This is an optimization exercise on Yosys and OpenROAD, whose aim is small area, not a production implementation.
Function was checked by simulation only, so behaviour that the tests miss may differ from the original.
No activity file was given, so power comes from the tool's default toggle rates.

## flow/run.sh

```bash
#!/bin/bash
# Own flow: the standard ORFS flow with three changes that only affect
# how the cells are chosen:
#  - synthesis maps the combinational logic with an area-oriented ABC script
#    (flow/abc_area.script in place of ORFS's abc_speed.script). Synthesis is
#    otherwise the standard one (synth_recipe.tcl: -nofsm -noshare, flattened,
#    renamed), so the registers, their names and cell types are unchanged;
#  - every input and output port still gets its own buffer, but a buf_1;
#  - clock tree: clkbuf_16 sink clusters of at most 20 flip-flops, without
#    dummy loads.
# Every step after synthesis is standard.sh's own.
set -euo pipefail
W=$(pwd)

# a copy of ORFS's scripts with the ABC script swapped
rm -rf "$W/scripts_area"
mkdir -p "$W/scripts_area"
cp -r "$FLOW_HOME/scripts/." "$W/scripts_area/"
cp "$W/flow/abc_area.script" "$W/scripts_area/abc_speed.script"

# synthesis (make reads SCRIPTS_DIR from the environment)
SCRIPTS_DIR="$W/scripts_area" bash "$W/standard.sh" synth > "$W/synth.log" 2>&1

# floorplan to final layout, the standard way, from that netlist
bash "$W/standard.sh" \
  "BUFFER_PORTS_ARGS=-buffer_cell sky130_fd_sc_hd__buf_1" \
  "CTS_ARGS=-sink_clustering_enable -repair_clock_nets -sink_clustering_size 24 -sink_clustering_max_diameter 110 -buf_list sky130_fd_sc_hd__clkbuf_16 -dont_use_dummy_load" \
  finish > "$W/layout.log" 2>&1

test -f "$W/out/final.def"
```

## design.v

```verilog
module spi_slave_interface (
    input  logic        clk,
    input  logic        rst,
    input  logic        sclk,
    input  logic        cs_n,
    input  logic        mosi,
    output logic        miso,
    output logic        wr_en,
    output logic        rd_pending,
    output logic        addr_valid,    
    output logic [15:0] frame,
    input  logic [15:0] rd_data
);
    localparam logic [5:0] SHIFT_OUT = 6'd33, IDLE = 6'd34;
    logic [5:0]  state;
    logic [15:0] shift_reg;
    logic        rw;           
    logic [15:0] read_buffer;
    logic        rb_loaded;    
    logic [1:0]  sclk_sync;
    wire sclk_rising  = (sclk_sync == 2'b01);
    wire sclk_falling = (sclk_sync == 2'b10);
    wire decode       = state[5] && (state[1:0] == 2'd0);
    wire in_shift     = !state[5] || decode;
    wire in_out       = state[5] && state[0];
    assign frame = shift_reg;
    assign addr_valid = (state == 6'd16);
    always_ff @(posedge clk or posedge rst) begin
        if (rst) begin
            sclk_sync  <= 2'b00;
            state      <= IDLE;
            rw         <= 1'b0;
            wr_en      <= 1'b0;
            rd_pending <= 1'b0;
            rb_loaded  <= 1'b0;
            miso       <= 1'b0;
        end else begin
            sclk_sync <= {sclk_sync[0], sclk};
            if (state[5]) begin
                if (decode)
                    state <= SHIFT_OUT;
                else if (cs_n)
                    state <= IDLE;
                else if (state[1])
                    state <= 6'd0;
            end else if (cs_n)
                state <= 6'd0;
            else if (sclk_rising)
                state <= state + 6'd1;
            if (cs_n)
                rw <= 1'b0;
            else if (addr_valid)
                rw <= shift_reg[15];
            wr_en      <= decode && !rw;
            rd_pending <= decode && rw;
            if (rd_pending)
                rb_loaded <= 1'b1;
            miso <= in_out && rw && rb_loaded && read_buffer[15];
        end
    end
    always_ff @(posedge clk) begin
        if (rd_pending)
            read_buffer <= rd_data;
        else if (in_out && sclk_falling)
            read_buffer <= {read_buffer[14:0], 1'b0};
    end
    always_ff @(posedge clk) begin
        if (!cs_n && in_shift && sclk_rising)
            shift_reg <= {shift_reg[14:0], mosi};
    end
endmodule
module parameter_register_file (
    input  logic        clk,
    input  logic        rst,
    input  logic        wr_en,
    input  logic        rd_pending,
    input  logic        addr_valid,
    input  logic [15:0] frame,
    output logic [15:0] rd_data,
    output logic [15:0] nthreshold,      
    output logic [15:0] nleak,           
    output logic [15:0] reset_potential,
    output logic [15:0] refractory_cycles,
    output logic [2:0][15:0] weight_sum
);
    logic [14:0] a;
    assign a = frame[14:0];
    logic       sel_par, sel_w;
    logic [1:0] sel_i, sel_j;        
    always_ff @(posedge clk)
        if (addr_valid) begin
            sel_par <= (a[14:2] == 13'd0);
            sel_w   <= (a[14:4] == 11'h100) && (a[3:0] < 4'd12);
            sel_i   <= (a[3:0] < 4'd3) ? 2'd0 : (a[3:0] < 4'd6) ? 2'd1 : (a[3:0] < 4'd9) ? 2'd2 : 2'd3;
            sel_j   <= (a[14:2] == 13'd0) ? a[1:0] :
                       (a[3:0] == 4'd0 || a[3:0] == 4'd3 || a[3:0] == 4'd6 || a[3:0] == 4'd9) ? 2'd0 :
                       (a[3:0] == 4'd1 || a[3:0] == 4'd4 || a[3:0] == 4'd7 || a[3:0] == 4'd10) ? 2'd1 : 2'd2;
        end
    wire [15:0] wr_data = frame[15:0];
    always_ff @(posedge clk or posedge rst) begin
        if (rst) begin
            nthreshold        <= 16'd1000 ^ 16'h7fff;
            nleak             <= ~16'd10;
            reset_potential   <= 16'd0;
            refractory_cycles <= 16'd10;
        end else if (wr_en && sel_par) begin
            case (sel_j)
                2'd0: nthreshold        <= wr_data ^ 16'h7fff;
                2'd1: nleak             <= ~wr_data;
                2'd2: reset_potential   <= wr_data;
                2'd3: refractory_cycles <= wr_data;
            endcase
        end
    end
    wire [15:0] wsum_sel = weight_sum[sel_j];
    logic [8:0][15:0] ring;
    logic [1:0] pi, pj;
    logic clearing, pending;
    logic acc_go, acc_on, negate;
    logic [15:0] hold;
    wire last   = (pi == 2'd2) && (pj == 2'd2);
    wire i3     = (sel_i == 2'd3);
    wire at_sel = (pi == sel_i) && (pj == sel_j);
    wire put    = pending && at_sel;
    wire upd    = wr_en && sel_w;
    wire acc_start = acc_go && !acc_on && last;
    wire acc_take  = acc_on && (pj == sel_j);
    wire [15:0] f_a = (upd || acc_start) ? wsum_sel : 16'd0;
    wire [15:0] f_b = upd ? wr_data : acc_take ? ring[0] : 16'd0;
    wire [15:0] f_c = acc_start ? 16'd0 : hold;
    wire [15:0] f   = f_a + f_b - f_c;
    always_ff @(posedge clk) begin
        for (int k = 0; k < 8; k++) ring[k] <= ring[k+1];
        ring[8] <= clearing ? 16'd0 : put ? hold : ring[0];
        if (upd && !i3)
            hold <= wr_data;
        else if (i3) begin
            if (acc_start || acc_take || negate)
                hold <= f;
        end else if (!pending && at_sel)
            hold <= ring[0];
    end
    always_ff @(posedge clk or posedge rst) begin
        if (rst) begin
            pi <= 2'd0;
            pj <= 2'd0;
            clearing <= 1'b1;
            pending <= 1'b0;
            acc_go <= 1'b0;
            acc_on <= 1'b0;
            negate <= 1'b0;
        end else begin
            if (pj == 2'd2) begin
                pj <= 2'd0;
                pi <= (pi == 2'd2) ? 2'd0 : pi + 2'd1;
                if (pi == 2'd2) clearing <= 1'b0;
            end else begin
                pj <= pj + 2'd1;
            end
            if (upd && !i3)
                pending <= 1'b1;
            else if (put)
                pending <= 1'b0;
            acc_go <= addr_valid || (acc_go && !acc_start);
            if (acc_start)
                acc_on <= 1'b1;
            else if (last)
                acc_on <= 1'b0;
            negate <= acc_take;
        end
    end
    always_ff @(posedge clk or posedge rst) begin
        if (rst)
            weight_sum <= '0;
        else if (upd)
            weight_sum[sel_j] <= f;
    end
    always_comb begin
        rd_data = 16'd0;
        if (sel_w)
            rd_data = hold;
        else if (sel_par)
            case (sel_j)
                2'd0: rd_data = nthreshold ^ 16'h7fff;
                2'd1: rd_data = ~nleak;
                2'd2: rd_data = reset_potential;
                2'd3: rd_data = refractory_cycles;
            endcase
    end
endmodule
module lif_neuron (
    input  logic        clk,
    input  logic        rst,
    input  logic [15:0] input_current,
    input  logic [15:0] nleak,         
    input  logic [15:0] nthreshold,    
    input  logic        tmin,          
    input  logic [15:0] reset_potential,
    input  logic [16:0] refractory_load,
    output logic        spike
);
    logic [15:0] p;
    logic [16:0] count;
    wire inr = |count;
    wire [15:0] s = p ^ input_current ^ nleak;
    wire [16:0] k = {(p & input_current) | (p & nleak) | (input_current & nleak), 1'b0};
    wire [16:0] se = {s[15], s};
    logic [17:0] c;
    logic [16:0] v;
    logic [17:0] g;
    wire [16:0] nt = {nthreshold[15], nthreshold[15] ^ 1'b1, nthreshold[14:0]};
    always_comb begin
        c[0] = 1'b1;
        g[0] = 1'b1;
        for (int b = 0; b < 17; b++) begin
            v[b] = se[b] ^ k[b] ^ c[b];
            c[b+1] = (se[b] & k[b]) | (se[b] & c[b]) | (k[b] & c[b]);
        end
        for (int b = 0; b < 17; b++) begin
            logic vb;
            vb = (b == 16) ? ~v[16] : v[b];
            g[b+1] = (vb & nt[b]) | (vb & g[b]) | (nt[b] & g[b]);
        end
    end
    wire under = v[16] & ~v[15];
    wire over  = ~v[16] & v[15];
    wire fire = g[17] | (under & tmin);
    wire [15:0] np = (under | over) ? {v[16], {15{~v[16]}}} : v[15:0];
    always_ff @(posedge clk or posedge rst) begin
        if (rst) begin
            p     <= 16'd0;
            count <= 17'd0;
            spike <= 1'b0;
        end else begin
            spike <= !inr && fire;
            if (!inr)
                p <= fire ? reset_potential : np;
            count <= ({17{!inr && fire}} & refractory_load) | (count - {16'd0, inr});
        end
    end
endmodule
module fully_connected_neural_network (
    input  logic        clk,
    input  logic        rst,
    input  logic [15:0] input_current,
    input  logic [15:0] nthreshold,
    input  logic [15:0] nleak,
    input  logic [15:0] reset_potential,
    input  logic [15:0] refractory_cycles,
    input  logic [2:0][15:0] weight_sum,
    output logic [2:0]  spikes_layer_2
);
    logic s1;
    logic [2:0] s2;
    wire [16:0] rload = {refractory_cycles == 16'd0, refractory_cycles};
    wire        tmin  = &nthreshold;     
    lif_neuron n1 (
        .clk(clk), .rst(rst), .input_current(input_current),
        .nthreshold(nthreshold), .tmin(tmin), .nleak(nleak), .reset_potential(reset_potential),
        .refractory_load(rload), .spike(s1)
    );
    genvar j;
    generate
        for (j = 0; j < 3; j++) begin : l2
            lif_neuron n2 (
                .clk(clk), .rst(rst), .input_current(weight_sum[j] & {16{s1}}),
                .nthreshold(nthreshold), .tmin(tmin), .nleak(nleak), .reset_potential(reset_potential),
                .refractory_load(rload), .spike(s2[j])
            );
        end
    endgenerate
    always_ff @(posedge clk or posedge rst)
        if (rst) spikes_layer_2 <= 3'b0;
        else     spikes_layer_2 <= s2;
endmodule
module top (
    input  logic clk,
    input  logic rst,
    input  logic sclk,
    input  logic cs_n,
    input  logic mosi,
    output logic miso,
    input  logic signed [15:0] input_current,
    output logic [2:0] spikes
);
    logic wr_en, rd_pending, addr_valid;
    logic [15:0] frame;
    logic [15:0] rd_data, nthreshold, nleak, reset_potential, refractory_cycles;
    logic [2:0][15:0] weight_sum;
    spi_slave_interface spi_inst (
        .clk(clk), .rst(rst), .sclk(sclk), .cs_n(cs_n), .mosi(mosi), .miso(miso),
        .wr_en(wr_en), .rd_pending(rd_pending), .addr_valid(addr_valid),
        .frame(frame), .rd_data(rd_data)
    );
    parameter_register_file reg_file (
        .clk(clk), .rst(rst), .wr_en(wr_en), .rd_pending(rd_pending),
        .addr_valid(addr_valid), .frame(frame), .rd_data(rd_data),
        .nthreshold(nthreshold), .nleak(nleak), .reset_potential(reset_potential),
        .refractory_cycles(refractory_cycles), .weight_sum(weight_sum)
    );
    fully_connected_neural_network nn_inst (
        .clk(clk), .rst(rst), .input_current(input_current), .nthreshold(nthreshold),
        .nleak(nleak), .reset_potential(reset_potential), .refractory_cycles(refractory_cycles),
        .weight_sum(weight_sum), .spikes_layer_2(spikes)
    );
endmodule
```

## flow/abc_area.script

```
&get -n
&st
&syn2
&dch -f
&nf -p -a -R 1000
&st
&syn2
&dch -f
&nf -p -a -R 1000
&st
&dch -f
&nf -p -a -R 1000
&put
topo
stime -c
```

## config.mk

```make
export PLATFORM = sky130hd
export DESIGN_NAME = top
export DESIGN_NICKNAME = top
export VERILOG_FILES = /design/flow/design.v
export SDC_FILE = /design/flow/constraint.sdc
export NUM_CORES = 4
export LEC_CHECK = 0
export CAP_MARGIN = 5
export CORE_MARGIN = 2
export CORE_UTILIZATION = 75
export SLEW_MARGIN = 5
```

## standard.sh

```bash
#!/bin/bash
# synth_recipe.tcl (not shown) runs the flow's synth.tcl, then flattens the netlist and writes it again
# the make line also repeats each setting of config.mk as NAME=value (left out here)
make -C /OpenROAD-flow-scripts/flow DESIGN_CONFIG=/design/flow/config.mk WORK_HOME=/design/flow/orfs CLKGATE_MAP_FILE= SYNTH_SCRIPT=/design/flow/synth_recipe.tcl "${@:-finish}"
```

## constraint.sdc

```tcl
create_clock -name core_clock -period 14.0 [get_ports {clk}]
set_input_delay 2.8000 -clock core_clock [delete_from_list [all_inputs] [get_ports {clk}]]
set_output_delay 2.8000 -clock core_clock [all_outputs]
set_load 0.01 [all_outputs]
```

==> results of run 1 <==
area by class of cell:
type                            instances  area (sq um)
Tap cell                              390         488.0
Fill cell                            1718          5811
Sequential cell                       471         11370
Clock buffer                           23         575.6
Inverter                              104         397.9
Multi-Input combinational cell       1490         10490
Timing Repair Buffer                   48         270.3
routing by layer:
layer  wire length [microns]  vias to the layer above  part of all wire, %
met4                    2328                        0                  4.0
li1                        -                     7406                    -
met1                   22830                     8427                   39
met5                       0                        -                    0
met2                   26720                     1089                   46
met3                    6343                      179                   11
critical path, delay by kind of cell:
family	cells	cell delay (ps)
buffers and inverters	4	310
xor gates and xnor gates	2	400
AOI/OAI and AO/OA	4	740
adders and majority gates	17	6850
and+or+nand+nor	1	880
worst max path at each step:
stage | startpoint | end | slack, ps | depth (start not counted)
floorplan | input_current[1] | nn_inst.n1.p[0] | 2520 | 25
global placement | input_current[1] | nn_inst.n1.count[14] | 2040 | 28
detailed placement | input_current[1] | nn_inst.n1.count[14] | 1870 | 28
CTS | input_current[1] | nn_inst.n1.count[8] | 2410 | 28
global route | input_current[1] | nn_inst.n1.count[8] | 1950 | 28
finish | input_current[1] | nn_inst.n1.count[8] | 2470 | 28
cell usage after synthesis, drive strengths merged, types with 28 or more instances:
library cell / instances
nand2: 343
dfrtp: 245
o21ai: 222
dfxtp: 144
a21oi: 140
fa: 139
nor2: 120
clkinv: 104
edfxtp: 54
xnor2: 46
and2: 44
a22o: 43
a22oi: 34
ha: 34
nand3: 33
a31oi: 31
o22ai: 31
dfstp: 28
mux2: 28
through the flow:
stage | total power, mW | utilization (%) | area (sq um) | instances
after global routing | 2.278 | 80.24 | 23590 | 2526
final | 2.220 | 80.24 | 23590 | 2526
after detailed placement | 1.537 | 78.28 | 23020 | 2503
after CTS | 2.220 | 80.24 | 23590 | 2526
after global placement | 1.530 | 78.28 | 23020 | 2503
after floorplan | 1.504 | - | 22240 | 2065
kinds of logic (layout without fill, tap and decap cells):
group	after synthesis	count (layout)	synth area share (%)
flip-flops	471	471	51.14
AO/OA/AOI/OAI	575	575	15.58
XOR/XNOR	62	62	2.442
AND/OR/NAND/NOR	635	635	12.47
multiplexers	45	45	2.183
buffers and inverters	104	175	1.756
adder cells (fa/ha/maj)	173	173	14.43
report_power, final:
group	internal [mW]	switching [mW]	leakage, nW	total (mW)
Combinational	0.0419	0.0737	4.40	0.116
Sequential	1.38	0.0117	5.12	1.40
Clock	0.294	0.414	0.283	0.708
==> insert_results.sql, run 1 <==
INSERT INTO impl_metrics (metric_group, metric, value, unit) VALUES
('grt', 'grt.overflow.total', '0', ''),
('clocking', 'htree_levels', '1', ''),
('grt', 'grt.busiest_layer', 'met2', ''),
('final_layout', 'largest-register', 'reg_file.ring', ''),
('routing', 'via_count', '17101', ''),
('timing', 'peak_freq', '0.08670', 'GHz'),
('critical_path', 'worst_path_maximum_fanout', '20', ''),
('floorplan', 'initial_core_util', '75.62', '%'),
('clocking', 'cts_tree', 'done', ''),
('critical_path', 'worst_setup_path_end_kind', 'flip-flop', ''),
('timing', 'timing.final.crit_period', '11530', 'ps'),
('pwr', 'cellPowerDensity', '94.08', 'mW/mm^2'),
('logic_synthesis', 'number_of_synthesized_flops_with_an_enable_pin', '54', ''),
('logic_synthesis', 'netlist.area_leader.share', '27.57', '%'),
('timing', 'max_slew.worst_pin.slew', '1329', 'ps'),
('routing', 'first_pass_iters', '8', ''),
('final_layout', 'registers_with_the_most_flip_flops', 'reg_file.ring: 144 flops, nn_inst.l2.n2.count: 51 flops', ''),
('timing', 'final.period_utilization', '82.38', '%'),
('logic_synthesis', 'postSynthNetCount', '2259', ''),
('critical_path', 'crit_path_start_kind', 'input pin', ''),
('grt', 'global_route.usage.met1', '54.43', '%'),
('critical_path', 'worst-endpoint-required', '14480', 'ps'),
('final_layout', 'largest_register_ff_count', '144', ''),
('floorplan', 'core_area', '0.02940', 'sq mm'),
('timing', 'layout_setup_ws', '2467', 'ps'),
('logic_synthesis', 'syn_avg_cell_area', '10.77', 'sq um'),
('clocking', 'cts_root_buffer', 'sky130_fd_sc_hd__clkbuf_16', ''),
('critical_path', 'regToRegSetupSlack', '4080', 'ps'),
('timing', 'relSlewSlack', '11.22', '%'),
('final_layout', 'design.final.nets', '2332', ''),
('routing', 'ant_nets', '0', ''),
('placed_design', 'globalplace.congestion', '0.9101', ''),
('worst_hold_path', 'hold_path_depth', '0', ''),
('critical_path', 'setup.worst_path.class', 'in2reg', ''),
('logic_synthesis', 'synth-warning-count', '4', ''),
('clocking', 'cts-buffers-inserted', '23', ''),
('critical_path', 'arrival_time_worst_endpoint', '12010', 'ps'),
('logic_synthesis', 'postSynthRegisterBits', '471', ''),
('timing', 'timing_max_transition_violations_final', '0', ''),
('critical_path', 'critPathSlowestCell', 'sky130_fd_sc_hd__nor2_1', ''),
('worst_hold_path', 'hold_path_class', 'reg2reg', ''),
('status', 'status', 'finished clean', ''),
('timing', 'post_route_hold_slack', '300.2', 'ps'),
('job', 'maxCapViolations', '0', ''),
('timing', 'rsz0062_at_grt', 'no', ''),
('grt', 'antenna_found_initial', '0', ''),
('grt', 'use_met3', '7.494', '%'),
('floorplan', 'rows', '63', ''),
('critical_path', 'cp_common_cell', 'sky130_fd_sc_hd__fa_1', ''),
('final_layout', 'num_antenna_cells', '0', ''),
('logic_synthesis', 'ys_seq_area_share', '51.14', '%'),
('logic_synthesis', 'synth_cell_type_count', '52', ''),
('final_layout', 'syn_to_final_growth', '6.100', '%'),
('floorplan', 'io-pin-count', '25', ''),
('floorplan', 'floorplan.die_area', '0.03104', 'sq mm'),
('logic_synthesis', 'dominantRegCellSynth', 'sky130_fd_sc_hd__dfrtp_1', ''),
('final_layout', 'most_frequent_cells_in_the_layout', 'sky130_fd_sc_hd__nand2_1 (343), sky130_fd_sc_hd__dfrtp_1 (245), sky130_fd_sc_hd__o21ai_0 (221), sky130_fd_sc_hd__dfxtp_1 (144), sky130_fd_sc_hd__a21oi_1 (140)', ''),
('pwr', 'leakage_power', '9.803', 'nW'),
('critical_path', 'worst_case_reg_to_reg_path_depth', '27', ''),
('logic_synthesis', 'synth.area.top_cells', 'sky130_fd_sc_hd__dfrtp_1 (28%), sky130_fd_sc_hd__dfxtp_1 (13%), sky130_fd_sc_hd__fa_1 (13%)', ''),
('timing', 'setup-violations-final', '0', ''),
('timing', 'finClkSkew', '29.49', 'ps'),
('floorplan', 'dieWidth', '176.2', 'microns'),
('critical_path', 'timing.critical_path.slowest_cell_delay', '880', 'ps'),
('routing', 'drc_viols', '0', ''),
('floorplan', 'fp.dieH', '176.2', 'microns'),
('routing', 'routed_wl', '58230', 'microns'),
('critical_path', 'regToRegStartpoint', 'reg_file.nleak[1]', ''),
('grt', 'grt_start_max_net_pins', '127', ''),
('final_layout', 'layout_commonest_cell', 'sky130_fd_sc_hd__nand2_1', ''),
('clocking', 'post_cts_buffers', '0', '');
==> run 2: changes to the inputs <==
--- a/flow/run.sh
+++ b/flow/run.sh
@@ -7,5 +7,5 @@
 #    renamed), so the registers, their names and cell types are unchanged;
 #  - every input and output port still gets its own buffer, but a buf_1;
-#  - clock tree: clkbuf_16 sink clusters of at most 20 flip-flops, without
+#  - clock tree: clkbuf_16 sink clusters of at most 24 flip-flops, without
 #    dummy loads.
 # Every step after synthesis is standard.sh's own.
--- a/config.mk
+++ b/config.mk
@@ -6,6 +6,6 @@
 export NUM_CORES = 4
 export LEC_CHECK = 0
-export CAP_MARGIN = 5
+export CAP_MARGIN = 20
 export CORE_MARGIN = 2
 export CORE_UTILIZATION = 75
-export SLEW_MARGIN = 5
+export SLEW_MARGIN = 20
==> insert_results.sql, run 2 <==
INSERT INTO impl_metrics (metric_group, metric, value, unit) VALUES
('status', 'status', 'finished clean', ''),
('critical_path', 'regToRegSetupSlack', '4060', 'ps'),
('timing', 'final.period_utilization', '82.55', '%'),
('final_layout', 'most_frequent_cells_in_the_layout', 'sky130_fd_sc_hd__nand2_1 (343), sky130_fd_sc_hd__dfrtp_1 (245), sky130_fd_sc_hd__o21ai_0 (221), sky130_fd_sc_hd__dfxtp_1 (144), sky130_fd_sc_hd__a21oi_1 (140)', ''),
('logic_synthesis', 'ys_async_sr_fraction', '57.96', '%'),
('critical_path', 'setup.worst_path.class', 'in2reg', ''),
('final_layout', 'num_antenna_cells', '0', ''),
('clocking', 'cts_sinks', '471', ''),
('timing', 'layout_setup_ws', '2442', 'ps'),
('timing', 'post_route_hold_slack', '300.4', 'ps'),
('final_layout', 'design.final.nets', '2332', ''),
('logic_synthesis', 'synth_cell_type_count', '52', ''),
('placed_design', 'place.port_buffers', '24', ''),
('logic_synthesis', 'postSynthCellCount', '2065', ''),
('clocking', 'cts_tree', 'done', ''),
('floorplan', 'initial_core_util', '75.62', '%'),
('routing', 'via_count', '17200', ''),
('floorplan', 'core_area', '0.02940', 'sq mm'),
('logic_synthesis', 'post_synth_most_frequent_cells', 'sky130_fd_sc_hd__nand2_1 (343), sky130_fd_sc_hd__dfrtp_1 (245), sky130_fd_sc_hd__o21ai_0 (222)', ''),
('pwr', 'leakage_power', '9.803', 'nW'),
('timing', 'peak_freq', '0.08652', 'GHz'),
('routing', 'first_pass_iters', '6', ''),
('critical_path', 'worst-endpoint-required', '14480', 'ps'),
('worst_hold_path', 'hold_path_class', 'reg2reg', ''),
('logic_synthesis', 'syn_avg_cell_area', '10.77', 'sq um'),
('final_layout', 'registers_with_the_most_flip_flops', 'reg_file.ring: 144 flops, nn_inst.l2.n2.count: 51 flops', ''),
('grt', 'grt.overflow.total', '0', ''),
('timing', 'finClkSkew', '31.84', 'ps'),
('clocking', 'cts_root_buffer', 'sky130_fd_sc_hd__clkbuf_16', ''),
('clocking', 'ctsHoldBuffers', '0', ''),
('final_layout', 'layout_commonest_cell', 'sky130_fd_sc_hd__nand2_1', ''),
('logic_synthesis', 'yosys.area.top_type', 'sky130_fd_sc_hd__dfrtp_1', ''),
('timing', 'hold_violations', '0', ''),
('critical_path', 'arrival_time_worst_endpoint', '12040', 'ps'),
('timing', 'relSlewSlack', '25.50', '%'),
('floorplan', 'fp.dieH', '176.2', 'microns'),
('clocking', 'cts-buffers-inserted', '23', ''),
('critical_path', 'worst_path_maximum_fanout', '20', ''),
('routing', 'ant_nets', '0', ''),
('floorplan', 'rows', '63', ''),
('routing', 'routed_wl', '58240', 'microns'),
('logic_synthesis', 'postSynthNetCount', '2259', ''),
('critical_path', 'worst_setup_path_end_kind', 'flip-flop', ''),
('logic_synthesis', 'synth.area.top_cells', 'sky130_fd_sc_hd__dfrtp_1 (28%), sky130_fd_sc_hd__dfxtp_1 (13%), sky130_fd_sc_hd__fa_1 (13%)', ''),
('floorplan', 'io-pin-count', '25', ''),
('pwr', 'ir_worst_vdd', '0.1308', 'mV'),
('grt', 'grt_start_max_net_pins', '127', ''),
('clocking', 'clock_insertion_delay_worst_skew', '550', 'ps'),
('routing', 'drc_viols', '0', ''),
('clocking', 'cts_resized', '0', ''),
('logic_synthesis', 'dominantRegCellSynth', 'sky130_fd_sc_hd__dfrtp_1', ''),
('floorplan', 'floorplan.die_area', '0.03104', 'sq mm'),
('logic_synthesis', 'number_of_synthesized_flops_with_an_enable_pin', '54', ''),
('clocking', 'clock_path_buffers', '3', ''),
('grt', 'antenna_found_initial', '0', ''),
('routing', 'dr.first_iter.drc_count', '2236', ''),
('clocking', 'post_cts_buffers', '0', ''),
('logic_synthesis', 'netlist.area_leader.share', '27.57', '%'),
('final_layout', 'syn_to_final_growth', '6.122', '%'),
('clocking', 'htree_levels', '1', ''),
('clocking', 'cts.clk_slew.worst_paths', '90', 'ps'),
('logic_synthesis', 'mappedNetlistArea', '0.02224', 'sq mm'),
('placed_design', 'globalplace.congestion', '0.9101', ''),
('placed_design', 'preCtsSetupSlack', '1865', 'ps'),
('placed_design', 'hpwlAfterDp', '41060', 'microns'),
('final_layout', 'layout.filler_cells', '1717', ''),
('logic_synthesis', 'postSynthRegisterBits', '471', ''),
('final_layout', 'largest_register_ff_count', '144', ''),
('timing', 'setup-tns-final', '0', 'ps'),
('timing', 'setup-violations-final', '0', ''),
('job', 'maxCapViolations', '0', ''),
('grt', 'grt_pass1_wl', '91990', 'microns'),
('logic_synthesis', 'ys_seq_area_share', '51.14', '%'),
('pwr', 'cellPowerDensity', '93.98', 'mW/mm^2'),
('routing', 'route.detailed.wl_per_inst', '23.06', 'microns'),
('logic_synthesis', 'synth-warning-count', '4', ''),
('timing', 'rsz0062_at_grt', 'no', ''),
('routing', 'vias_per_cell', '6.809', ''),
('final_layout', 'final_layout_size_suffix_gt1_share', '3.792', '%'),
('logic_synthesis', 'synth_most_common_cell', 'sky130_fd_sc_hd__nand2_1', ''),
('grt', 'via_count_of_the_first_global_routing_pass', '16818', ''),
('timing', 'timing.final.crit_period', '11560', 'ps'),
('floorplan', 'dieWidth', '176.2', 'microns'),
('grt', 'gr-usage-all-layers', '38.18', '%'),
('timing', 'timing_max_transition_violations_final', '0', ''),
('timing', 'max_slew.worst_pin.slew', '1113', 'ps'),
('critical_path', 'crit_path_start_kind', 'input pin', ''),
('final_layout', 'largest-register', 'reg_file.ring', '');
==> run 2: area by class of cell <==
class | count | area (sq um) | area share [%]
clock buffers | 23 | 575.6 | 2.439
inverters | 104 | 397.9 | 1.686
flip-flops and latches | 471 | 11370 | 48.19
multi-input cells | 1490 | 10490 | 44.47
repair buffers | 48 | 270.3 | 1.145
well taps | 390 | 488.0 | 2.068
==> run 2: kinds of logic after synthesis <==
kind of cell | count (synthesis) | share of synthesized area, %
adders and majority gates | 173 | 14.43
AOI/OAI and AO/OA | 575 | 15.58
xor gates and xnor gates | 62 | 2.442
and+or+nand+nor | 635 | 12.47
muxes | 45 | 2.183
DFF | 471 | 51.14
buffers and inverters | 104 | 1.756
==> run 2: per-stage QoR <==
| step | power, mW | cells | instance area (sq um) | util [%] |
|---|---|---|---|---|
| after CTS | 2.220 | 2526 | 23590 | 80.24 |
| after floorplan | 1.504 | 2065 | 22240 | - |
| after global placement | 1.530 | 2503 | 23020 | 78.28 |
| final | 2.218 | 2526 | 23600 | 80.25 |
| after global routing | 2.278 | 2526 | 23600 | 80.25 |
| after detailed placement | 1.537 | 2503 | 23020 | 78.28 |
==> run 2: path summary, 6_finish.rpt <==
check                              startpoint               endpoint  depth (start not counted)
max                          input_current[1]    nn_inst.n1.count[8]                         28
min                        reg_file.ring[111]      reg_file.ring[95]                          0
max reg2reg                 reg_file.nleak[1]    nn_inst.n1.count[8]                         27
min reg2reg                reg_file.ring[111]      reg_file.ring[95]                          0
max in group asynchronous                 rst  nn_inst.l2[2].n2.p[2]                          4
min in group asynchronous                 rst      spi_inst.state[0]                          2
==> run 2: layer usage <==
layer  track usage [%]  share of wire (%)
met1             54.43                 39
met2             59.62                 46
met3             7.494                 11
met4             13.53                4.3
met5                 0                  0
==> run 2: report_power, final <==
part           switching, mW  internal [mW]  total [mW]
registers             0.0115           1.38        1.40
logic                 0.0732         0.0419       0.115
clock network          0.413          0.294       0.707
==> run 2: critical path: stages <==
cell and delay [ps]:
sky130_fd_sc_hd__buf_1 80, sky130_fd_sc_hd__clkinv_1 80, sky130_fd_sc_hd__fa_1 550, sky130_fd_sc_hd__fa_1 180, sky130_fd_sc_hd__clkinv_1 80, sky130_fd_sc_hd__fa_1 460
sky130_fd_sc_hd__fa_1 460, sky130_fd_sc_hd__fa_1 480, sky130_fd_sc_hd__fa_1 460, sky130_fd_sc_hd__fa_1 460, sky130_fd_sc_hd__fa_1 460, sky130_fd_sc_hd__fa_1 460
sky130_fd_sc_hd__fa_1 460, sky130_fd_sc_hd__fa_1 470, sky130_fd_sc_hd__fa_1 470, sky130_fd_sc_hd__fa_1 460, sky130_fd_sc_hd__fa_1 430, sky130_fd_sc_hd__clkinv_1 70
sky130_fd_sc_hd__fa_1 190, sky130_fd_sc_hd__fa_1 190, sky130_fd_sc_hd__xor2_1 80, sky130_fd_sc_hd__xnor2_1 330, sky130_fd_sc_hd__ha_1 230, sky130_fd_sc_hd__a21oi_1 60
sky130_fd_sc_hd__o21a_1 350, sky130_fd_sc_hd__nor2_1 880, sky130_fd_sc_hd__a22oi_1 220, sky130_fd_sc_hd__o21ai_0 120
==> run 3: changes to the inputs <==
--- a/config.mk
+++ b/config.mk
@@ -8,4 +8,4 @@
 export CAP_MARGIN = 20
 export CORE_MARGIN = 2
-export CORE_UTILIZATION = 75
+export CORE_UTILIZATION = 85
 export SLEW_MARGIN = 20
==> insert_results.sql, run 3 <==
INSERT INTO impl_metrics (metric_group, metric, value, unit) VALUES
('status', 'status', 'finished clean', ''),
('grt', 'grt_pass1_wl', '105700', 'microns'),
('logic_synthesis', 'yosys.area.top_type', 'sky130_fd_sc_hd__dfrtp_1', ''),
('clocking', 'cts_root_buffer', 'sky130_fd_sc_hd__clkbuf_16', ''),
('floorplan', 'rows', '59', ''),
('logic_synthesis', 'postSynthRegisterBits', '471', ''),
('logic_synthesis', 'number_of_synthesized_flops_with_an_enable_pin', '54', ''),
('grt', 'gr-usage-all-layers', '49.31', '%'),
('timing', 'finClkSkew', '58.90', 'ps'),
('grt', 'antenna_found_initial', '1', ''),
('clocking', 'htree_levels', '1', ''),
('routing', 'dr.first_iter.drc_count', '3444', ''),
('placed_design', 'hpwlAfterDp', '44300', 'microns'),
('timing', 'max_slew.worst_pin.slew', '1207', 'ps'),
('critical_path', 'worst_setup_path_end_kind', 'flip-flop', ''),
('clocking', 'post_cts_buffers', '0', ''),
('routing', 'routed_wl', '66300', 'microns'),
('timing', 'relSlewSlack', '19.11', '%'),
('logic_synthesis', 'synth-warning-count', '4', ''),
('floorplan', 'io-pin-count', '25', ''),
('placed_design', 'place.port_buffers', '24', ''),
('routing', 'ant_nets', '0', ''),
('routing', 'route.detailed.wl_per_inst', '26.84', 'microns'),
('clocking', 'clock_insertion_delay_worst_skew', '590', 'ps'),
('logic_synthesis', 'synth_cell_type_count', '52', ''),
('final_layout', 'largest_register_ff_count', '144', ''),
('pwr', 'cellPowerDensity', '95.14', 'mW/mm^2'),
('final_layout', 'design.final.nets', '2329', ''),
('pwr', 'cellInternalPower', '1.721', 'mW'),
('timing', 'timing.final.crit_period', '11820', 'ps'),
('logic_synthesis', 'postSynthCellCount', '2065', ''),
('clocking', 'cts_resized', '0', ''),
('final_layout', 'registers_with_the_most_flip_flops', 'reg_file.ring: 144 flops, nn_inst.l2.n2.count: 51 flops', ''),
('floorplan', 'initial_core_util', '86.06', '%'),
('pwr', 'sw_frac_of_total', '23.07', '%'),
('logic_synthesis', 'postSynthNetCount', '2259', ''),
('timing', 'hold_violations', '0', ''),
('logic_synthesis', 'ys_async_sr_fraction', '57.96', '%'),
('logic_synthesis', 'mappedNetlistArea', '0.02224', 'sq mm'),
('placed_design', 'dpl.cell_count', '2445', ''),
('critical_path', 'crit_path_start_kind', 'input pin', ''),
('pwr', 'combinational_share_of_power', '5.5', '%'),
('routing', 'vias_per_cell', '7.553', ''),
('pwr', 'p_sw', '0.5161', 'mW'),
('timing', 'setup-violations-final', '0', ''),
('routing', 'first_pass_iters', '10', ''),
('pwr', 'share_clk_of_total_power', '32.1', '%'),
('critical_path', 'worst-endpoint-required', '14460', 'ps'),
('pwr', 'leakage_power', '9.787', 'nW'),
('critical_path', 'setup.worst_path.class', 'in2reg', ''),
('critical_path', 'worst_path_maximum_fanout', '20', ''),
('final_layout', 'layout_commonest_cell', 'sky130_fd_sc_hd__nand2_1', ''),
('floorplan', 'fp.dieH', '165.7', 'microns'),
('timing', 'peak_freq', '0.08458', 'GHz'),
('placed_design', 'globalplace.congestion', '1.029', ''),
('timing', 'rsz0062_at_grt', 'no', ''),
('timing', 'final.period_utilization', '84.46', '%'),
('final_layout', 'final_layout_size_suffix_gt1_share', '3.751', '%'),
('timing', 'post_route_hold_slack', '301.2', 'ps'),
('clocking', 'cts-buffers-inserted', '23', ''),
('clocking', 'cts.clk_slew.worst_paths', '100', 'ps'),
('grt', 'via_count_of_the_first_global_routing_pass', '19301', ''),
('grt', 'grt_start_max_net_pins', '144', ''),
('job', 'maxCapViolations', '0', ''),
('logic_synthesis', 'netlist.area_leader.share', '27.57', '%'),
('logic_synthesis', 'synth.area.top_cells', 'sky130_fd_sc_hd__dfrtp_1 (28%), sky130_fd_sc_hd__dfxtp_1 (13%), sky130_fd_sc_hd__fa_1 (13%)', ''),
('timing', 'setup-tns-final', '0', 'ps'),
('floorplan', 'dieWidth', '165.7', 'microns'),
('clocking', 'cts_tree', 'done', ''),
('floorplan', 'floorplan.die_area', '0.02747', 'sq mm'),
('clocking', 'ctsHoldBuffers', '0', ''),
('logic_synthesis', 'dominantRegCellSynth', 'sky130_fd_sc_hd__dfrtp_1', ''),
('final_layout', 'layout.cells.non_filler', '2470', ''),
('final_layout', 'syn_to_final_growth', '5.757', '%'),
('routing', 'drc_viols', '0', ''),
('pwr', 'seq_power_share', '62.4', '%'),
('logic_synthesis', 'post_synth_most_frequent_cells', 'sky130_fd_sc_hd__nand2_1 (343), sky130_fd_sc_hd__dfrtp_1 (245), sky130_fd_sc_hd__o21ai_0 (222)', ''),
('clocking', 'clock_path_buffers', '3', ''),
('grt', 'grt.overflow.total', '0', ''),
('logic_synthesis', 'ys_seq_area_share', '51.14', '%'),
('logic_synthesis', 'syn_avg_cell_area', '10.77', 'sq um'),
('routing', 'via_count', '18655', ''),
('logic_synthesis', 'synth_most_common_cell', 'sky130_fd_sc_hd__nand2_1', ''),
('final_layout', 'largest-register', 'reg_file.ring', ''),
('clocking', 'cts_sinks', '471', ''),
('pwr', 'ir_worst_vdd', '0.1405', 'mV'),
('worst_hold_path', 'hold_path_class', 'reg2reg', ''),
('critical_path', 'arrival_time_worst_endpoint', '12290', 'ps'),
('final_layout', 'most_frequent_cells_in_the_layout', 'sky130_fd_sc_hd__nand2_1 (342), sky130_fd_sc_hd__dfrtp_1 (244), sky130_fd_sc_hd__o21ai_0 (221), sky130_fd_sc_hd__dfxtp_1 (144), sky130_fd_sc_hd__a21oi_1 (140)', ''),
('timing', 'timing_max_transition_violations_final', '0', ''),
('floorplan', 'core_area', '0.02584', 'sq mm');
-- run 3: cell types whose count changed in the layout (fill, tap and decap cells not counted), sizes merged --
cell / change
buf: -3
diode: +2
-- run 3: path summary, 6_finish.rpt --
check / from / slack (ps) / to / cells past startpoint
worst max-delay path: input_current[1] / 2180 / nn_inst.n1.count[14] / 26
worst min-delay path: reg_file.ring[62] / 300 / reg_file.ring[46] / 0
worst max register to register: reg_file.nleak[1] / 3800 / nn_inst.n1.count[14] / 25
worst min register to register: reg_file.ring[62] / 300 / reg_file.ring[46] / 0
max in group asynchronous: rst / 9200 / reg_file.reset_potential[11] / 4
min in group asynchronous: rst / 2440 / spi_inst.miso / 2
-- run 3: layout make-up --
type	count	area [sq um]
flip-flops and latches	471	11370
multi-input cells	1490	10500
fillers	966	2322
clock buffers	23	575.6
well taps	335	419.2
inverters	104	397.9
repair buffers	45	247.7
diodes	2	5.005
-- run 3: metrics by stage --
step / cell area [sq um] / total power, mW / util, % / worst slack, ps
global route: 23510 / 2.281 / 91.00 / 1767
floorplan: 22240 / 1.504 / - / 2522
CTS: 23500 / 2.220 / 90.94 / 2206
detailed placement: 22920 / 1.540 / 88.71 / 1748
global placement: 22920 / 1.529 / 88.71 / 2078
finish: 23520 / 2.237 / 91.01 / 2176
-- run 3: power by group through the flow --
stage | Clock, mW | Combinational [mW] | Sequential (mW)
floorplan | 0 | 0.0850 | 1.42
finish | 0.718 | 0.123 | 1.40
CTS | 0.705 | 0.121 | 1.39
detailed placement | 0 | 0.117 | 1.42
global placement | 0 | 0.107 | 1.42
global route | 0.748 | 0.137 | 1.40
-- run 3: logic make-up after synthesis --
group	after synthesis	synth area share, %
AOI/OAI and AO/OA	575	15.58
and+or+nand+nor	635	12.47
DFF	471	51.14
xor gates and xnor gates	62	2.442
buffers and inverters	104	1.756
muxes	45	2.183
adders and majority gates	173	14.43
-- run 3: layer usage --
layer,global-route usage (%),up-vias,routed length (microns)
met5,0,-,0
met4,28.20,0,5078
met1,62.60,8816,21440
met2,76.73,1941,30070
met3,14.99,516,9712
li1,-,7382,-
-- run 3: critical path: stages --
cell	delay (ps)
sky130_fd_sc_hd__buf_1	70
sky130_fd_sc_hd__clkinv_1	80
sky130_fd_sc_hd__fa_1	560
sky130_fd_sc_hd__fa_1	190
sky130_fd_sc_hd__clkinv_1	90
sky130_fd_sc_hd__fa_1	450
sky130_fd_sc_hd__fa_1	470
sky130_fd_sc_hd__fa_1	460
sky130_fd_sc_hd__fa_1	460
sky130_fd_sc_hd__fa_1	460
sky130_fd_sc_hd__fa_1	460
sky130_fd_sc_hd__fa_1	470
sky130_fd_sc_hd__fa_1	460
sky130_fd_sc_hd__fa_1	480
sky130_fd_sc_hd__fa_1	490
sky130_fd_sc_hd__fa_1	470
sky130_fd_sc_hd__fa_1	440
sky130_fd_sc_hd__clkinv_1	80
sky130_fd_sc_hd__fa_1	200
sky130_fd_sc_hd__fa_1	450
sky130_fd_sc_hd__o21ai_0	360
sky130_fd_sc_hd__o21ai_0	210
sky130_fd_sc_hd__o21a_1	430
sky130_fd_sc_hd__nor2_1	870
sky130_fd_sc_hd__a22oi_1	200
sky130_fd_sc_hd__o21ai_0	120
==> run 4: changes to the inputs <==
--- a/design.v
+++ b/design.v
@@ -7,4 +7,5 @@
     output logic        miso,
     output logic        wr_en,
+    output logic        wr_next,       
     output logic        rd_pending,
     output logic        addr_valid,    
@@ -25,4 +26,5 @@
     wire in_out       = state[5] && state[0];
     assign frame = shift_reg;
+    assign wr_next = decode && !rw;
     assign addr_valid = (state == 6'd16);
     always_ff @(posedge clk or posedge rst) begin
@@ -52,5 +54,5 @@
             else if (addr_valid)
                 rw <= shift_reg[15];
-            wr_en      <= decode && !rw;
+            wr_en      <= wr_next;
             rd_pending <= decode && rw;
             if (rd_pending)
@@ -74,4 +76,5 @@
     input  logic        rst,
     input  logic        wr_en,
+    input  logic        wr_next,         
     input  logic        rd_pending,
     input  logic        addr_valid,
@@ -117,5 +120,5 @@
     logic [1:0] pi, pj;
     logic clearing, pending;
-    logic acc_go, acc_on, negate;
+    logic acc_go, acc_on;
     logic [15:0] hold;
     wire last   = (pi == 2'd2) && (pj == 2'd2);
@@ -123,11 +126,11 @@
     wire at_sel = (pi == sel_i) && (pj == sel_j);
     wire put    = pending && at_sel;
-    wire upd    = wr_en && sel_w;
+    wire upd    = wr_en && sel_w;        
+    wire pre    = wr_next && sel_w;      
     wire acc_start = acc_go && !acc_on && last;
     wire acc_take  = acc_on && (pj == sel_j);
-    wire [15:0] f_a = (upd || acc_start) ? wsum_sel : 16'd0;
-    wire [15:0] f_b = upd ? wr_data : acc_take ? ring[0] : 16'd0;
-    wire [15:0] f_c = acc_start ? 16'd0 : hold;
-    wire [15:0] f   = f_a + f_b - f_c;
+    wire [15:0] f_a = (upd || acc_start) ? wsum_sel : hold;
+    wire [15:0] f_c = pre ? wr_data : upd ? hold : acc_take ? ring[0] : 16'd0;
+    wire [15:0] f   = f_a - f_c;
     always_ff @(posedge clk) begin
         for (int k = 0; k < 8; k++) ring[k] <= ring[k+1];
@@ -135,8 +138,7 @@
         if (upd && !i3)
             hold <= wr_data;
-        else if (i3) begin
-            if (acc_start || acc_take || negate)
-                hold <= f;
-        end else if (!pending && at_sel)
+        else if (pre || (i3 && (acc_start || acc_take)))
+            hold <= f;
+        else if (!i3 && !pending && at_sel)
             hold <= ring[0];
     end
@@ -149,5 +151,4 @@
             acc_go <= 1'b0;
             acc_on <= 1'b0;
-            negate <= 1'b0;
         end else begin
             if (pj == 2'd2) begin
@@ -167,5 +168,4 @@
             else if (last)
                 acc_on <= 1'b0;
-            negate <= acc_take;
         end
     end
@@ -284,5 +284,5 @@
     output logic [2:0] spikes
 );
-    logic wr_en, rd_pending, addr_valid;
+    logic wr_en, wr_next, rd_pending, addr_valid;
     logic [15:0] frame;
     logic [15:0] rd_data, nthreshold, nleak, reset_potential, refractory_cycles;
@@ -290,9 +290,9 @@
     spi_slave_interface spi_inst (
         .clk(clk), .rst(rst), .sclk(sclk), .cs_n(cs_n), .mosi(mosi), .miso(miso),
-        .wr_en(wr_en), .rd_pending(rd_pending), .addr_valid(addr_valid),
+        .wr_en(wr_en), .wr_next(wr_next), .rd_pending(rd_pending), .addr_valid(addr_valid),
         .frame(frame), .rd_data(rd_data)
     );
     parameter_register_file reg_file (
-        .clk(clk), .rst(rst), .wr_en(wr_en), .rd_pending(rd_pending),
+        .clk(clk), .rst(rst), .wr_en(wr_en), .wr_next(wr_next), .rd_pending(rd_pending),
         .addr_valid(addr_valid), .frame(frame), .rd_data(rd_data),
         .nthreshold(nthreshold), .nleak(nleak), .reset_potential(reset_potential),
--- a/config.mk
+++ b/config.mk
@@ -8,4 +8,4 @@
 export CAP_MARGIN = 20
 export CORE_MARGIN = 2
-export CORE_UTILIZATION = 85
+export CORE_UTILIZATION = 75
 export SLEW_MARGIN = 20
==> insert_results.sql, run 4 <==
INSERT INTO impl_metrics (metric_group, metric, value, unit) VALUES
('status', 'status', 'finished clean', ''),
('final_layout', 'final_layout_size_suffix_gt1_share', '4.161', '%'),
('final_layout', 'layout.cells.non_filler', '2523', ''),
('floorplan', 'fp.dieH', '175.6', 'microns'),
('clocking', 'clock_insertion_delay_worst_skew', '580', 'ps'),
('routing', 'drc_viols', '0', ''),
('clocking', 'cts_root_buffer', 'sky130_fd_sc_hd__clkbuf_16', ''),
('routing', 'via_count', '17406', ''),
('critical_path', 'worst_path_maximum_fanout', '15', ''),
('pwr', 'leakage_power', '9.319', 'nW'),
('grt', 'antenna_found_initial', '2', ''),
('pwr', 'cellPowerDensity', '153.8', 'mW/mm^2'),
('timing', 'peak_freq', '0.08634', 'GHz'),
('routing', 'ant_nets', '0', ''),
('logic_synthesis', 'postSynthRegisterBits', '470', ''),
('critical_path', 'worst_r2r_endpoint', 'nn_inst.n1.p[11]', ''),
('critical_path', 'regToRegSetupSlack', '4060', 'ps'),
('timing', 'setup-violations-final', '0', ''),
('grt', 'grt.overflow.total', '0', ''),
('logic_synthesis', 'synth-warning-count', '4', ''),
('logic_synthesis', 'mappedNetlistArea', '0.02209', 'sq mm'),
('grt', 'gr-usage-all-layers', '40.42', '%'),
('grt', 'grt_pass1_wl', '96230', 'microns');
[run 4: cell count changes in the layout (fill, tap and decap cells not counted), moves of 5 or more]
cell / delta
sky130_fd_sc_hd__a221o_1: +14
sky130_fd_sc_hd__fa_1: -14
sky130_fd_sc_hd__nor2_1: -10
sky130_fd_sc_hd__o21ai_0: +9
sky130_fd_sc_hd__buf_4: +8
sky130_fd_sc_hd__or3_1: +7
sky130_fd_sc_hd__a22oi_1: -6
sky130_fd_sc_hd__nand2b_1: +6
sky130_fd_sc_hd__o22ai_1: +6
sky130_fd_sc_hd__clkinv_1: -5
sky130_fd_sc_hd__nand2_1: -5
sky130_fd_sc_hd__nor3_1: -5
sky130_fd_sc_hd__nor3b_1: -5
[run 4: routing by layer]
metal  global-route usage, %  vias up  part of all wire (%)
li1                        -     7470                     -
met1                   55.35     8414                    37
met2                   62.40     1247                    45
met3                   8.333      273                    12
met4                   20.49        2                   6.2
met5                       0        -                 0.021
[run 4: final cells by class]
type	count	area, sq um
tap	384	480.5
timing repair buffer	53	307.8
sequential	470	11350
clock buffer	23	575.6
multi-input combinational	1494	10410
inverter	99	384.1
fill	1685	5356
[run 4: kinds of logic (layout without fill, tap and decap cells)]
logic type / after synthesis / after routing / share of synthesized area (%)
AO/OA/AOI/OAI: 593 / 593 / 16.34
AND/OR/NAND/NOR: 633 / 633 / 12.63
flip-flops: 470 / 470 / 51.37
XOR/XNOR: 64 / 64 / 2.538
buffers and inverters: 99 / 175 / 1.683
multiplexers: 46 / 46 / 2.243
adder cells (fa/ha/maj): 158 / 158 / 13.20
[run 4: critical path, cell delays in order]
cell and delay [ps]:
sky130_fd_sc_hd__buf_1 80, sky130_fd_sc_hd__clkinv_1 80, sky130_fd_sc_hd__fa_1 550, sky130_fd_sc_hd__fa_1 180, sky130_fd_sc_hd__clkinv_1 80, sky130_fd_sc_hd__fa_1 450, sky130_fd_sc_hd__fa_1 480, sky130_fd_sc_hd__fa_1 480
sky130_fd_sc_hd__fa_1 470, sky130_fd_sc_hd__fa_1 460, sky130_fd_sc_hd__fa_1 460, sky130_fd_sc_hd__fa_1 470, sky130_fd_sc_hd__fa_1 460, sky130_fd_sc_hd__fa_1 460, sky130_fd_sc_hd__fa_1 470, sky130_fd_sc_hd__fa_1 460
sky130_fd_sc_hd__fa_1 430, sky130_fd_sc_hd__clkinv_1 70, sky130_fd_sc_hd__fa_1 200, sky130_fd_sc_hd__fa_1 190, sky130_fd_sc_hd__xor2_1 80, sky130_fd_sc_hd__xnor2_1 340, sky130_fd_sc_hd__o21ai_0 160, sky130_fd_sc_hd__a221oi_1 810
sky130_fd_sc_hd__o21ai_0 230, sky130_fd_sc_hd__buf_4 260, sky130_fd_sc_hd__a21oi_1 180, sky130_fd_sc_hd__o21ai_0 150
[run 4: power breakdown]
part / internal (mW) / total (mW) / switching [mW]
Clock: 0.294 / 0.719 / 0.425
Combinational: 0.463 / 1.14 / 0.680
Sequential: 1.55 / 1.75 / 0.200
[run 4: how the worst max path moves through the flow]
| stage | from | endpoint | cells past startpoint |
|---|---|---|---|
| after floorplan | input_current[1] | nn_inst.n1.p[14] | 26 |
| after global placement | input_current[1] | nn_inst.n1.count[6] | 27 |
| after detailed placement | input_current[1] | nn_inst.n1.count[6] | 27 |
| after CTS | input_current[1] | nn_inst.n1.p[11] | 28 |
| after global routing | input_current[1] | nn_inst.n1.count[9] | 27 |
| final | input_current[1] | nn_inst.n1.p[11] | 28 |
[run 4: stage by stage]
stage               utilization [%]  total power [mW]
floorplan                         -             2.537
global placement              79.36             2.799
detailed placement            79.36             2.873
CTS                           81.36             3.578
global route                  81.44             3.794
finish                        81.44             3.615

[static timing again, ports no longer ideal]
Ports are ideal in the flow. The routed layouts listed here were re-timed in OpenROAD. Step 1 sets driving cells, clkbuf_16 on the clock port and buf_2 on the other inputs (assumed; they add their load-dependent delay and slew). Step 2 times the ports against the registers' clock, not the clock port: input delays grow and output delays shrink by t, the midpoint of the rising clock arrivals with the driver on. a / b / c = no drivers / after step 1 / after step 2; a / b = the first two.
run	shift t [ns]	setup WS [ns]	worst register clock-pin slew, ns	cell pins on the clock port's net
run 1	0.593	2.467 / 2.500 / 1.906	0.11 / 0.11	1
run 2	0.594	2.442 / 2.475 / 1.881	0.10 / 0.10	1
run 3	0.611	2.176 / 2.208 / 1.596	0.11 / 0.11	1
run 4	0.607	2.417 / 2.449 / 1.841	0.11 / 0.11	1
After both steps setup and hold are still met in every run listed. The setup slack of run 3, which loses most, moves by +0.032 ns with the drivers and by -0.580 ns with both steps.
